Background: an optimization exercise with open tools, aiming at small area. Do not read the settings as production practice. Where RTL was checked, it was by simulation tests only, not by an equivalence proof against the original.

== west ==
==> module Snake_axis, before the edit <==
module Snake_axis(zs, zk, za, rok, ok, e);
    input  [8:0] zs, zk, za;
    input  [4:0] rok;
    output ok;
    output [6:0] e;
    wire [8:0] d = zs + zk - za;
    wire s0 = rok[0] && ((d + 9'd47) < 9'd96);
    wire s1 = rok[1] && ((d + 9'd354) < 9'd96);
    wire s2 = rok[2] && ((d + 9'd149) < 9'd96);
    wire s3 = rok[3] && ((d + 9'd456) < 9'd96);
    wire s4 = rok[4] && ((d + 9'd251) < 9'd96);
    assign ok = s0 | s1 | s2 | s3 | s4;
    wire [6:0] k = ({7{s0}} & 7'd47) | ({7{s1}} & 7'd98) | ({7{s2}} & 7'd21) | ({7{s3}} & 7'd72) | ({7{s4}} & 7'd123);
    assign e = d[6:0] + k;
endmodule
Settings: LEC_CHECK=0, CAP_MARGIN=20, CORE_MARGIN=2, CORE_UTILIZATION=40, CTS_BUF_LIST=sky130_fd_sc_hd__clkbuf_4 sky130_fd_sc_hd__clkbuf_8, CTS_CLUSTER_SIZE=20, GPL_TIMING_DRIVEN=0, SETUP_SLACK_MARGIN=0.15, SLEW_MARGIN=20; clock period 10.0 ns.
standard.sh (not shown) runs the stock make flow with config.mk's settings and CLKGATE_MAP_FILE= SYNTH_SCRIPT=/design/flow/synth_recipe.tcl, a recipe that flattens the netlist after the stock synthesis.
==> flow/flow/run.sh <==
#!/bin/bash
# Own flow: the standard layout, with a synthesis that skips Yosys's full/half
# adder extraction (extract_fa) and maps with ABC's default area-recovering
# script.  Registers, their names and cell types are those of the standard
# synthesis (same RTL passes, same flop mapping); only the combinational
# mapping differs.
set -euo pipefail
W=$PWD
sed "s#SYNTH_SCRIPT=[^ ]*#SYNTH_SCRIPT=$W/flow/synth.tcl#" standard.sh > own_synth.sh
bash own_synth.sh synth > synth_make.log 2>&1
bash standard.sh > layout_make.log 2>&1
==> flow/flow/synth.tcl <==
# The standard synthesis script (synth_recipe.tcl) with two changes made by
# overriding commands: extract_fa does nothing, and abc maps with Yosys's
# default ABC script (no ORFS speed script, no delay target or drive constraints).
proc synth {args} { yosys synth -nofsm -noshare {*}$args }
proc extract_fa {args} { puts "own flow: extract_fa skipped" }
proc abc {args} {
  foreach k {-script -constr -D} {
    set i [lsearch -exact $args $k]
    if {$i >= 0} { set args [lreplace $args $i [expr {$i + 1}]] }
  }
  puts "own flow: abc $args"
  yosys abc {*}$args
}
source $::env(SCRIPTS_DIR)/synth.tcl
# left out here: clear keep_hierarchy, flatten, clean up, hide names made inside functions, write 1_2_yosys.v
The following lists how north was set up differently from west:
diff --git a/flow/design.v b/flow/design.v
--- a/flow/design.v
+++ b/flow/design.v
@@ -192,12 +192,15 @@
     output ok;
     output [6:0] e;
     wire [8:0] d = zs + zk - za;
-    wire s0 = rok[0] && ((d + 9'd47) < 9'd96);
-    wire s1 = rok[1] && ((d + 9'd354) < 9'd96);
-    wire s2 = rok[2] && ((d + 9'd149) < 9'd96);
-    wire s3 = rok[3] && ((d + 9'd456) < 9'd96);
-    wire s4 = rok[4] && ((d + 9'd251) < 9'd96);
+    wire ge56 = (d >= 9'd56), ge158 = (d >= 9'd158), ge261 = (d >= 9'd261),
+         ge363 = (d >= 9'd363), ge465 = (d >= 9'd465);
+    wire s3 = rok[3] &&  ge56  && !ge158;
+    wire s1 = rok[1] &&  ge158 && !ge261;
+    wire s4 = rok[4] &&  ge261 && !ge363;
+    wire s2 = rok[2] &&  ge363 && !ge465;
+    wire s0 = rok[0] && (ge465 || !ge56);
     assign ok = s0 | s1 | s2 | s3 | s4;
-    wire [6:0] k = ({7{s0}} & 7'd47) | ({7{s1}} & 7'd98) | ({7{s2}} & 7'd21) | ({7{s3}} & 7'd72) | ({7{s4}} & 7'd123);
+    wire [6:0] k = ({7{s0}} & 7'd47) | ({7{s1}} & 7'd98) | ({7{s2}} & 7'd21) |
+                   ({7{s3}} & 7'd72) | ({7{s4}} & 7'd123);
     assign e = d[6:0] + k;
 endmodule
- Via count delta (north − west): favourable
- Against west, the final cell area of north is lower.
- Netlist area before placement up 0.86% in north wrt west
- Going from west to north, worst slack at placement has increased, setup slack has decreased.
- ~same final worst-path cycle share in north and west
- Proportion of synthesized area in mux cells for north is lower than for west.
- In north, the number of distinct library cells after synthesis came out 1 above the value in west.
- Between west and north, the placed wire-length estimate after detailed placement figures differ only marginally.
- From west to north the numbers moved as follows: synthesized area per cell rose by about 2.4%; critical path depth rose by about 3.2%.
For west, only the layout was checked, not whether the RTL still works.

========
Another version of the RTL of Snake (not shown whole).
Size: ~4800 cells after synthesis, about 350 flip-flops, about 65 I/O pins, ~41000 sq um of cells after synthesis.
// Snake
module Snake (CLK_100MHz,Tick,Reset,Go,dir,gameOver,randX,randY,VBlank,HBlank,
              CurrentX,CurrentY,RED,GREEN,BLUE);
    input CLK_100MHz, Tick, Reset, VBlank, HBlank, Go;
    input [10:0] randX, randY, CurrentX, CurrentY;
    input [1:0] dir;
    output reg gameOver;
    output [3:0] RED, GREEN, BLUE;
    reg        r_q, g_q, b_q;
    assign RED   = {4{r_q}};
    assign GREEN = {4{g_q}};
    assign BLUE  = {4{b_q}};
    reg  [8:0]   hx, hy;            
    reg  [8:0]   ancx [1:2];        
    reg  [8:0]   ancy [1:2];
    reg  [127:1] sa, sb;            
    reg  [6:0]   nvalid;            
    reg  [4:0]   sz;                
    reg  [10:0]  appleX, appleY;
    reg          pause, zflag;
    reg  [1:0]   ldir;
    wire [10:0] cx = CurrentX, cy = CurrentY;
    wire border = (cx <= 20) || (cx >= 780) || (cy <= 20) || (cy >= 580);
    wire [11:0] adx = {1'b0, cx} + {1'b1, ~appleX};
    wire [11:0] ady = {1'b0, cy} + {1'b1, ~appleY};
    wire apple  = (adx < 12'd19) && (ady < 12'd19);
    wire box00  = (cx != 0) && (cx < 20) && (cy != 0) && (cy < 20);
    wire [8:0] cqx = cx[10:2], cqy = cy[10:2];
    wire lox = (cx[1:0] == 2'b00), loy = (cy[1:0] == 2'b00);
    wire [4:0] rokx, roky;
    genvar r;
    generate
        for (r = 0; r < 5; r = r + 1) begin : rk
            assign rokx[r] = (r >= 1 || !lox) && (cqx >= r);
            assign roky[r] = (r >= 1 || !loy) && (cqy >= r);
        end
    endgenerate
    wire [8:0] zsx, zcx_, zsy, zcy_;
    Snake_csa5 mx(.c(cqx), .s(zsx), .k(zcx_));
    Snake_csa5 my(.c(cqy), .s(zsy), .k(zcy_));
    wire [2:0] okx, oky;
    wire [6:0] ex [0:2];
    wire [6:0] ey [0:2];
    genvar m, i, q;
    localparam LW = 3;           
    localparam LL = 1 << LW;
    localparam NL = 16 / LL;
    generate
        for (m = 0; m < 3; m = m + 1) begin : big
            wire [8:0] axm, aym;
            if (m == 0) begin : h
                assign axm = hx;
                assign aym = hy;
            end else begin : a
                assign axm = ancx[m];
                assign aym = ancy[m];
  ...
clock: 10.0 ns
lec_check: 0
cap_margin: 20
core_margin: 2
core_utilization: 40
cts_buf_list: sky130_fd_sc_hd__clkbuf_4 sky130_fd_sc_hd__clkbuf_8
cts_cluster_diameter: 60
cts_cluster_size: 30
gpl_timing_driven: 0
place_density: 0.72
setup_slack_margin: 0.15
slew_margin: 20
==> flow/flow/synth.tcl <==
# The standard synthesis script (synth_recipe.tcl) with two changes made by
# overriding commands: extract_fa does nothing, and abc maps with Yosys's
# default ABC script (no ORFS speed script, no delay target).
proc synth {args} { yosys synth -nofsm -noshare {*}$args }
proc extract_fa {args} { puts "own flow: extract_fa skipped" }
proc abc {args} {
  foreach k {-script -D} {
    set i [lsearch -exact $args $k]
    if {$i >= 0} { set args [lreplace $args $i [expr {$i + 1}]] }
  }
  puts "own flow: abc $args"
  yosys abc {*}$args
}
source $::env(SCRIPTS_DIR)/synth.tcl
# left out here: clear keep_hierarchy, flatten, clean up, hide names made inside functions, write 1_2_yosys.v
Scripts as last shown in full above: flow/flow/run.sh
Then changed:
--- a/flow/design.v
+++ b/flow/design.v
@@ -33,15 +33,15 @@
             assign rokx[r] = (r >= 1 || !lox) && (cqx >= r);
             assign roky[r] = (r >= 1 || !loy) && (cqy >= r);
         end
     endgenerate
     wire [8:0] zsx, zcx_, zsy, zcy_;
     Snake_csa5 mx(.c(cqx), .s(zsx), .k(zcx_));
     Snake_csa5 my(.c(cqy), .s(zsy), .k(zcy_));
-    wire [2:0] okx, oky;
+    wire [2:0] okx, oky, hitx, hity;
     wire [6:0] ex [0:2];
     wire [6:0] ey [0:2];
     genvar m, i, q;
     localparam LW = 3;           
     localparam LL = 1 << LW;
     localparam NL = 16 / LL;
     generate
@@ -50,16 +50,16 @@
             if (m == 0) begin : h
                 assign axm = hx;
                 assign aym = hy;
             end else begin : a
                 assign axm = ancx[m];
                 assign aym = ancy[m];
             end
-            Snake_axis ax_(.zs(zsx), .zk(zcx_), .za(axm), .rok(rokx), .ok(okx[m]), .e(ex[m]));
-            Snake_axis ay_(.zs(zsy), .zk(zcy_), .za(aym), .rok(roky), .ok(oky[m]), .e(ey[m]));
+            Snake_axis ax_(.zs(zsx), .zk(zcx_), .za(axm), .rok(rokx), .ok(okx[m]), .e(ex[m]), .h(hitx[m]));
+            Snake_axis ay_(.zs(zsy), .zk(zcy_), .za(aym), .rok(roky), .ok(oky[m]), .e(ey[m]), .h(hity[m]));
         end
     endgenerate
     wire [6:0] size = {sz, 2'b11};
     wire [6:0] lim = (size < nvalid) ? size : nvalid;
     wire [4:0] ea [0:7];            
     wire [4:0] eb [0:7];
     wire [5:0] offa [0:7];          
@@ -119,15 +119,15 @@
             end
             assign ea[m] = la[NL];
             assign eb[m] = lb[NL];
             wire even_any = |{mt[14], mt[12], mt[10], mt[8], mt[6], mt[4], mt[2], mt[0]};
             wire odd_any  = |{mt[15], mt[13], mt[11], mt[9], mt[7], mt[5], mt[3], mt[1]};
             assign sub_any[m] = ok && (pi ? odd_any : even_any);
             if (m == 0) begin : hd
-                assign head = ok && !pi && (ta == 4'd8) && (tb == 4'd7);
+                assign head = hitx[0] && hity[0];
             end
         end
     endgenerate
     wire snake = (|sub_any) | ((size > nvalid) && box00);
     wire restart = Reset || gameOver;
     wire eat = apple && head;
     wire zload = Reset || (Tick && zflag);
@@ -198,25 +198,28 @@
     wire [8:0] s1 = p0 ^ p1 ^ p2;
     wire [8:0] k1 = {((p0 & p1) | (p0 & p2) | (p1 & p2)), 1'b0};
     wire [8:0] s2 = s1 ^ p3 ^ p4;
     wire [8:0] k2 = {((s1 & p3) | (s1 & p4) | (p3 & p4)), 1'b0};
     assign s = s2 ^ k1 ^ k2;
     assign k = {((s2 & k1) | (s2 & k2) | (k1 & k2)), 1'b0};
 endmodule
-module Snake_axis(zs, zk, za, rok, ok, e);
+module Snake_axis(zs, zk, za, rok, ok, e, h);
     input  [8:0] zs, zk, za;
     input  [4:0] rok;
     output ok;
     output [6:0] e;
+    output h;                       
     wire [8:0] d = zs + zk - za;
     wire ge56 = (d >= 9'd56), ge158 = (d >= 9'd158), ge261 = (d >= 9'd261),
          ge363 = (d >= 9'd363), ge465 = (d >= 9'd465);
     wire s3 = rok[3] &&  ge56  && !ge158;
     wire s1 = rok[1] &&  ge158 && !ge261;
     wire s4 = rok[4] &&  ge261 && !ge363;
     wire s2 = rok[2] &&  ge363 && !ge465;
     wire s0 = rok[0] && (ge465 || !ge56);
     assign ok = s0 | s1 | s2 | s3 | s4;
     wire [6:0] k = ({7{s0}} & 7'd47) | ({7{s1}} & 7'd98) | ({7{s2}} & 7'd21) |
                    ({7{s3}} & 7'd72) | ({7{s4}} & 7'd123);
     assign e = d[6:0] + k;
+    assign h = (rok[0] && d == 9'd0) || (rok[1] && d == 9'd205) || (rok[2] && d == 9'd410) ||
+               (rok[3] && d == 9'd103) || (rok[4] && d == 9'd308);
 endmodule
=>
- cell count falls by about 0.32%
- global-route usage is higher by 0.37 points
- wire length goes down by about 1.4%
- maximum frequency went down by 0.91%
- final area is higher by 0.88%
- via count came out lower by 0.59%
- synthesized area fell by 2.2%
- core utilization rises by 1.8 points

========
the reference run:
The RTL this note starts from:
==> flow/design.v <==
module Snake (CLK_100MHz,Tick,Reset,Go,dir,gameOver,randX,randY,VBlank,HBlank,
              CurrentX,CurrentY,RED,GREEN,BLUE);
    input CLK_100MHz, Tick, Reset, VBlank, HBlank, Go;
    input [10:0] randX, randY, CurrentX, CurrentY;
    input [1:0] dir;
    output reg gameOver;
    output [3:0] RED, GREEN, BLUE;
    reg        r_q, g_q, b_q;
    assign RED   = {4{r_q}};
    assign GREEN = {4{g_q}};
    assign BLUE  = {4{b_q}};
    reg  [8:0]   hx, hy;            
    reg  [8:0]   ancx [1:2];        
    reg  [8:0]   ancy [1:2];
    reg  [127:1] sa, sb;            
    reg  [6:0]   nvalid;            
    reg  [4:0]   sz;                
    reg  [10:0]  appleX, appleY;
    reg          pause, zflag;
    reg  [1:0]   ldir;
    wire [10:0] cx = CurrentX, cy = CurrentY;
    wire border = (cx <= 20) || (cx >= 780) || (cy <= 20) || (cy >= 580);
    wire apple  = (cx > appleX) && ({1'b0,cx} < {1'b0,appleX} + 12'd20) &&
                  (cy > appleY) && ({1'b0,cy} < {1'b0,appleY} + 12'd20);
    wire box00  = (cx != 0) && (cx < 20) && (cy != 0) && (cy < 20);
    wire [8:0] cqx = cx[10:2], cqy = cy[10:2];
    wire lox = (cx[1:0] == 2'b00), loy = (cy[1:0] == 2'b00);
    wire [4:0] rokx, roky;
    genvar r;
    generate
        for (r = 0; r < 5; r = r + 1) begin : rk
            assign rokx[r] = (r >= 1 || !lox) && (cqx >= r);
            assign roky[r] = (r >= 1 || !loy) && (cqy >= r);
        end
    endgenerate
    wire [8:0] zsx, zcx_, zsy, zcy_;
    Snake_csa5 mx(.c(cqx), .s(zsx), .k(zcx_));
    Snake_csa5 my(.c(cqy), .s(zsy), .k(zcy_));
    wire [2:0] okx, oky;
    wire [6:0] ex [0:2];
    wire [6:0] ey [0:2];
    genvar m, i;
    generate
        for (m = 0; m < 3; m = m + 1) begin : big
            wire [8:0] axm, aym;
            if (m == 0) begin : h
                assign axm = hx;
                assign aym = hy;
            end else begin : a
                assign axm = ancx[m];
                assign aym = ancy[m];
            end
            Snake_axis ax_(.zs(zsx), .zk(zcx_), .za(axm), .rok(rokx), .ok(okx[m]), .e(ex[m]));
            Snake_axis ay_(.zs(zsy), .zk(zcy_), .za(aym), .rok(roky), .ok(oky[m]), .e(ey[m]));
        end
    endgenerate
    wire [6:0] size = {sz, 2'b11};
    wire [6:0] lim = (size < nvalid) ? size : nvalid;
    wire [4:0] ea [0:7];            
    wire [4:0] eb [0:7];
    wire [5:0] offa [0:7];          
    wire [5:0] offb [0:7];
    wire [7:0] sub_any;             
    wire head;
    generate
        for (m = 0; m < 8; m = m + 1) begin : sub
            localparam BIG = m / 3;
            if (m % 3 == 0) begin : o0
                assign offa[m] = 6'd0;
                assign offb[m] = 6'd0;
            end else begin : o1
                assign offa[m] = offa[m-1] + {ea[m-1][4], ea[m-1]};
                assign offb[m] = offb[m-1] + {eb[m-1][4], eb[m-1]};
            end
            wire [8:0] sA = {2'b00, ex[BIG]} + {2'b00, ey[BIG]} + {offa[m][5], offa[m][5], offa[m], 1'b0} - 9'd78;
            wire [8:0] sB = {2'b00, ey[BIG]} - {2'b00, ex[BIG]} + 9'd15 - {offb[m][5], offb[m][5], offb[m], 1'b0};
            wire rin = (sA[8:5] == 4'd0) && (sB[8:5] == 4'd0);
            wire ok = okx[BIG] && oky[BIG] && rin;
            wire pi = sA[0];
            wire [3:0] ta = sA[4:1];
            wire [3:0] tb = sB[4:1];
            wire [3:0] ca [0:15];
            wire [3:0] cb [0:15];
            assign ca[0] = 4'd8;
            assign cb[0] = 4'd7;
            wire [15:0] mt;             
            assign mt[0] = (ta == 4'd8) && (tb == 4'd7) && ((m == 0) ? 1'b1 : (16*m <= lim));
            for (i = 1; i <= 15; i = i + 1) begin : ent
                if (16*m + i <= 127) begin : e
                    assign ca[i] = ca[i-1] - {3'd0, sa[16*m+i]} + ((i % 2 == 0) ? 4'd1 : 4'd0);
                    assign cb[i] = cb[i-1] + {3'd0, sb[16*m+i]} - ((i % 2 == 0) ? 4'd1 : 4'd0);
                    assign mt[i] = (ca[i] == ta) && (cb[i] == tb) && (16*m + i <= lim);
                end else begin : z
                    assign ca[i] = 4'd0;
                    assign cb[i] = 4'd0;
                end
            end
            if (16*m + 16 <= 127) begin : nx
                assign ea[m] = 5'd7 - {1'b0, ca[15]} + {4'd0, sa[16*m+16]};
                assign eb[m] = {1'b0, cb[15]} - 5'd8 + {4'd0, sb[16*m+16]};
            end else begin : nn
                assign ea[m] = 5'd0;
                assign eb[m] = 5'd0;
            end
            wire even_any = (m == 0) ? (|{mt[14], mt[12], mt[10], mt[8], mt[6], mt[4], mt[2]})
                                     : (|{mt[14], mt[12], mt[10], mt[8], mt[6], mt[4], mt[2], mt[0]});
            wire odd_any  = |{mt[15], mt[13], mt[11], mt[9], mt[7], mt[5], mt[3], mt[1]};
            assign sub_any[m] = ok && (pi ? odd_any : even_any);
            if (m == 0) begin : hd
                assign head = ok && !pi && mt[0];
            end
        end
    endgenerate
    wire snake = (|sub_any) | ((size > nvalid) && box00);
    wire restart = Reset || gameOver;
    wire eat = apple && head;
    wire zload = Reset || (Tick && zflag);
    wire [8:0] nhx = hx + ((ldir == 2'd1) ? 9'd1 : (ldir == 2'd3) ? 9'd511 : 9'd0);
    wire [8:0] nhy = hy + ((ldir == 2'd2) ? 9'd1 : (ldir == 2'd0) ? 9'd511 : 9'd0);
    wire na = (ldir == 2'd1) || (ldir == 2'd2);
    wire nb = (ldir == 2'd1) || (ldir == 2'd0);
    always @(posedge CLK_100MHz) begin
        ldir <= dir;
        if (restart) begin
            pause <= 1'b1;
            zflag <= 1'b1;
        end else begin
            if (Go) pause <= 1'b0;
            if (!pause) zflag <= 1'b0;
        end
        if (eat) begin
            appleX <= randX;
            appleY <= randY;
            if (sz != 5'd31) sz <= sz + 5'd1;
        end else if (restart) begin
            appleX <= 11'd400;
            appleY <= 11'd300;
            sz <= 5'd0;
        end
        gameOver <= !Reset && head && (border || snake);
        if (zload) begin
            hx <= 9'd5;       
            hy <= 9'd25;      
            nvalid <= 7'd0;
        end else if (Tick) begin
            hx <= nhx;
            hy <= nhy;
            if (nvalid != 7'd127) nvalid <= nvalid + 7'd1;
        end
        if (Tick) begin
            sa <= {sa[126:1], na};
            sb <= {sb[126:1], nb};
        end
        if (VBlank || HBlank) begin
            r_q <= 1'b0; g_q <= 1'b0; b_q <= 1'b0;
        end else begin
            r_q <= apple && !snake;
            g_q <= (head || snake) && !border;
            b_q <= border;
        end
    end
    generate
        for (m = 1; m < 3; m = m + 1) begin : anc
            wire a_ = sa[48*m], b_ = sb[48*m];
            wire xs = (a_ == b_);
            wire [8:0] ux = ancx[m] + (xs ? (a_ ? 9'd1 : 9'd511) : 9'd0);
            wire [8:0] uy = ancy[m] + (!xs ? (a_ ? 9'd1 : 9'd511) : 9'd0);
            wire v = (nvalid >= 48*m);
            always @(posedge CLK_100MHz)
                if (Tick) begin
                    ancx[m] <= v ? ux : 9'd5;
                    ancy[m] <= v ? uy : 9'd25;
                end
        end
    endgenerate
endmodule
module Snake_csa5(c, s, k);
    input  [8:0] c;
    output [8:0] s, k;
    wire [8:0] p0 = c, p1 = {c[6:0], 2'b0}, p2 = {c[5:0], 3'b0},
               p3 = {c[2:0], 6'b0}, p4 = {c[1:0], 7'b0};
    wire [8:0] s1 = p0 ^ p1 ^ p2;
    wire [8:0] k1 = {((p0 & p1) | (p0 & p2) | (p1 & p2)), 1'b0};
    wire [8:0] s2 = s1 ^ p3 ^ p4;
    wire [8:0] k2 = {((s1 & p3) | (s1 & p4) | (p3 & p4)), 1'b0};
    assign s = s2 ^ k1 ^ k2;
    assign k = {((s2 & k1) | (s2 & k2) | (k1 & k2)), 1'b0};
endmodule
module Snake_axis(zs, zk, za, rok, ok, e);
    input  [8:0] zs, zk, za;
    input  [4:0] rok;
    output ok;
    output [6:0] e;
    wire [8:0] d = zs + zk - za;
    wire ge56 = (d >= 9'd56), ge158 = (d >= 9'd158), ge261 = (d >= 9'd261),
         ge363 = (d >= 9'd363), ge465 = (d >= 9'd465);
    wire s3 = rok[3] &&  ge56  && !ge158;
    wire s1 = rok[1] &&  ge158 && !ge261;
    wire s4 = rok[4] &&  ge261 && !ge363;
    wire s2 = rok[2] &&  ge363 && !ge465;
    wire s0 = rok[0] && (ge465 || !ge56);
    assign ok = s0 | s1 | s2 | s3 | s4;
    wire [6:0] k = ({7{s0}} & 7'd47) | ({7{s1}} & 7'd98) | ({7{s2}} & 7'd21) |
                   ({7{s3}} & 7'd72) | ({7{s4}} & 7'd123);
    assign e = d[6:0] + k;
endmodule
==> flow/config.mk <==
export PLATFORM = sky130hd
export DESIGN_NAME = Snake
export DESIGN_NICKNAME = Snake
export VERILOG_FILES = /design/flow/design.v
export SDC_FILE = /design/flow/constraint.sdc
export NUM_CORES = 8
export LEC_CHECK = 0
export CAP_MARGIN = 20
export CORE_MARGIN = 2
export CORE_UTILIZATION = 40
export CTS_BUF_LIST = sky130_fd_sc_hd__clkbuf_4 sky130_fd_sc_hd__clkbuf_8
export CTS_CLUSTER_SIZE = 20
export GPL_TIMING_DRIVEN = 0
export SETUP_SLACK_MARGIN = 0.15
export SLEW_MARGIN = 20
==> flow/constraint.sdc <==
create_clock -name core_clock -period 10.0 [get_ports {CLK_100MHz}]
set_input_delay 2.0000 -clock core_clock [delete_from_list [all_inputs] [get_ports {CLK_100MHz}]]
set_output_delay 2.0000 -clock core_clock [all_outputs]
set_load 0.01 [all_outputs]
Scripts as last shown in full above: flow/flow/run.sh, flow/flow/synth.tcl
The reference run | stages: all done | timing, DRC, antenna: all pass
Changes in the trial run relative to the reference run:
--- a/flow/design.v
+++ b/flow/design.v
@@ -73,8 +73,11 @@
                 assign offb[m] = offb[m-1] + {eb[m-1][4], eb[m-1]};
             end
-            wire [8:0] sA = {2'b00, ex[BIG]} + {2'b00, ey[BIG]} + {offa[m][5], offa[m][5], offa[m], 1'b0} - 9'd78;
-            wire [8:0] sB = {2'b00, ey[BIG]} - {2'b00, ex[BIG]} + 9'd15 - {offb[m][5], offb[m][5], offb[m], 1'b0};
-            wire rin = (sA[8:5] == 4'd0) && (sB[8:5] == 4'd0);
-            wire ok = okx[BIG] && oky[BIG] && rin;
+            wire [4:0] sA, sB;
+            wire zA, zB;
+            Snake_sum3z ua(.a({2'b00, ex[BIG]}), .b({2'b00, ey[BIG]}),
+                           .c({offa[m][5], offa[m][5], offa[m], 1'b0} - 9'd78), .lo(sA), .zhi(zA));
+            Snake_sum3z ub(.a({2'b00, ey[BIG]}), .b({2'b11, ~ex[BIG]}),
+                           .c(9'd16 - {offb[m][5], offb[m][5], offb[m], 1'b0}), .lo(sB), .zhi(zB));
+            wire ok = okx[BIG] && oky[BIG] && zA && zB;
             wire pi = sA[0];
             wire [3:0] ta = sA[4:1];
@@ -201,6 +204,20 @@
     wire s0 = rok[0] && (ge465 || !ge56);
     assign ok = s0 | s1 | s2 | s3 | s4;
-    wire [6:0] k = ({7{s0}} & 7'd47) | ({7{s1}} & 7'd98) | ({7{s2}} & 7'd21) |
-                   ({7{s3}} & 7'd72) | ({7{s4}} & 7'd123);
-    assign e = d[6:0] + k;
-endmodule
+    wire [6:0] e0 = d[6:0] + 7'd47, e1 = d[6:0] + 7'd98, e2 = d[6:0] + 7'd21,
+               e3 = d[6:0] + 7'd72, e4 = d[6:0] + 7'd123;
+    assign e = ({7{s0}} & e0) | ({7{s1}} & e1) | ({7{s2}} & e2) |
+               ({7{s3}} & e3) | ({7{s4}} & e4);
+endmodule
+module Snake_sum3z(a, b, c, lo, zhi);
+    input  [8:0] a, b, c;
+    output [4:0] lo;
+    output zhi;
+    wire [8:0] s = a ^ b ^ c;
+    wire [8:0] k = {((a & b) | (a & c) | (b & c)), 1'b0};
+    wire [5:0] l = {1'b0, s[4:0]} + {1'b0, k[4:0]};
+    assign lo = l[4:0];
+    wire [3:0] x = s[8:5], y = k[8:5];
+    wire [3:0] t = x ^ y;
+    assign zhi = (t[0] == l[5]) && (t[1] == (x[0] | y[0])) &&
+                 (t[2] == (x[1] | y[1])) && (t[3] == (x[2] | y[2]));
+endmodule
Findings:
- The trial run: flow completed, timing, DRC and antenna clean
- Sort the trial run and the reference run by total number of tap cells, ascending, and the reference run comes first.
- [the trial run] fraction of the yosys area taken by sequential cells fell 1.6 points relative to the reference run
- Per the comparison of the trial run with the reference run, number of detailed-routing iterations run before antenna repair now smaller; net count of the finished layout now larger; count of instances resized after the clock tree is built now smaller; clock period minus worst slack now smaller.
- The trial run vs the reference run, destination of the critical timing path: g_q vs gameOver
For the trial run, only the layout was checked, not whether the RTL still works.

what the ideal ports hide:
The results above use ideal ports. As a check the final layouts listed here were re-extracted and re-timed, cells and wires unchanged.
Step 1, drivers: a clkbuf_16 drives CLK_100MHz and a buf_2 each remaining input, both assumed.
Step 2 moves the port delays by t, midway between the first and last clock arrival at a register: inputs arrive t later, outputs are due t later. That takes back most of the time a late clock gives input paths.
a / b / c = ideal / step 1 / step 2; a / b = the first two.
run	t (ns)	setup WS [ns]	hold slack, ns	worst setup path at the end	slew at the worst register clock pin (ns)
west	0.800	0.224 / 0.228 / -0.573	0.463 / 0.463 / 0.463	input to register	0.07 / 0.07
north	0.810	0.216 / 0.215 / -0.596	0.445 / 0.445 / 0.445	input to register	0.07 / 0.07
the first run of note 2	0.814	0.329 / 0.361 / -0.453	0.453 / 0.453 / 0.453	input to register	0.11 / 0.11
the second run of note 2	0.785	0.240 / 0.249 / -0.536	0.454 / 0.454 / 0.454	input to register	0.11 / 0.11
the reference run	0.810	0.277 / 0.316 / -0.494	0.448 / 0.448 / 0.448	input to register	0.08 / 0.08
the trial run	0.824	0.316 / 0.364 / -0.459	0.448 / 0.448 / 0.448	input to register	0.07 / 0.07
With both steps, setup timing fails in every run listed, where it was met with ideal ports. The setup slack of north, which loses most, moves by -0.001 ns with the drivers and by -0.812 ns with both steps.
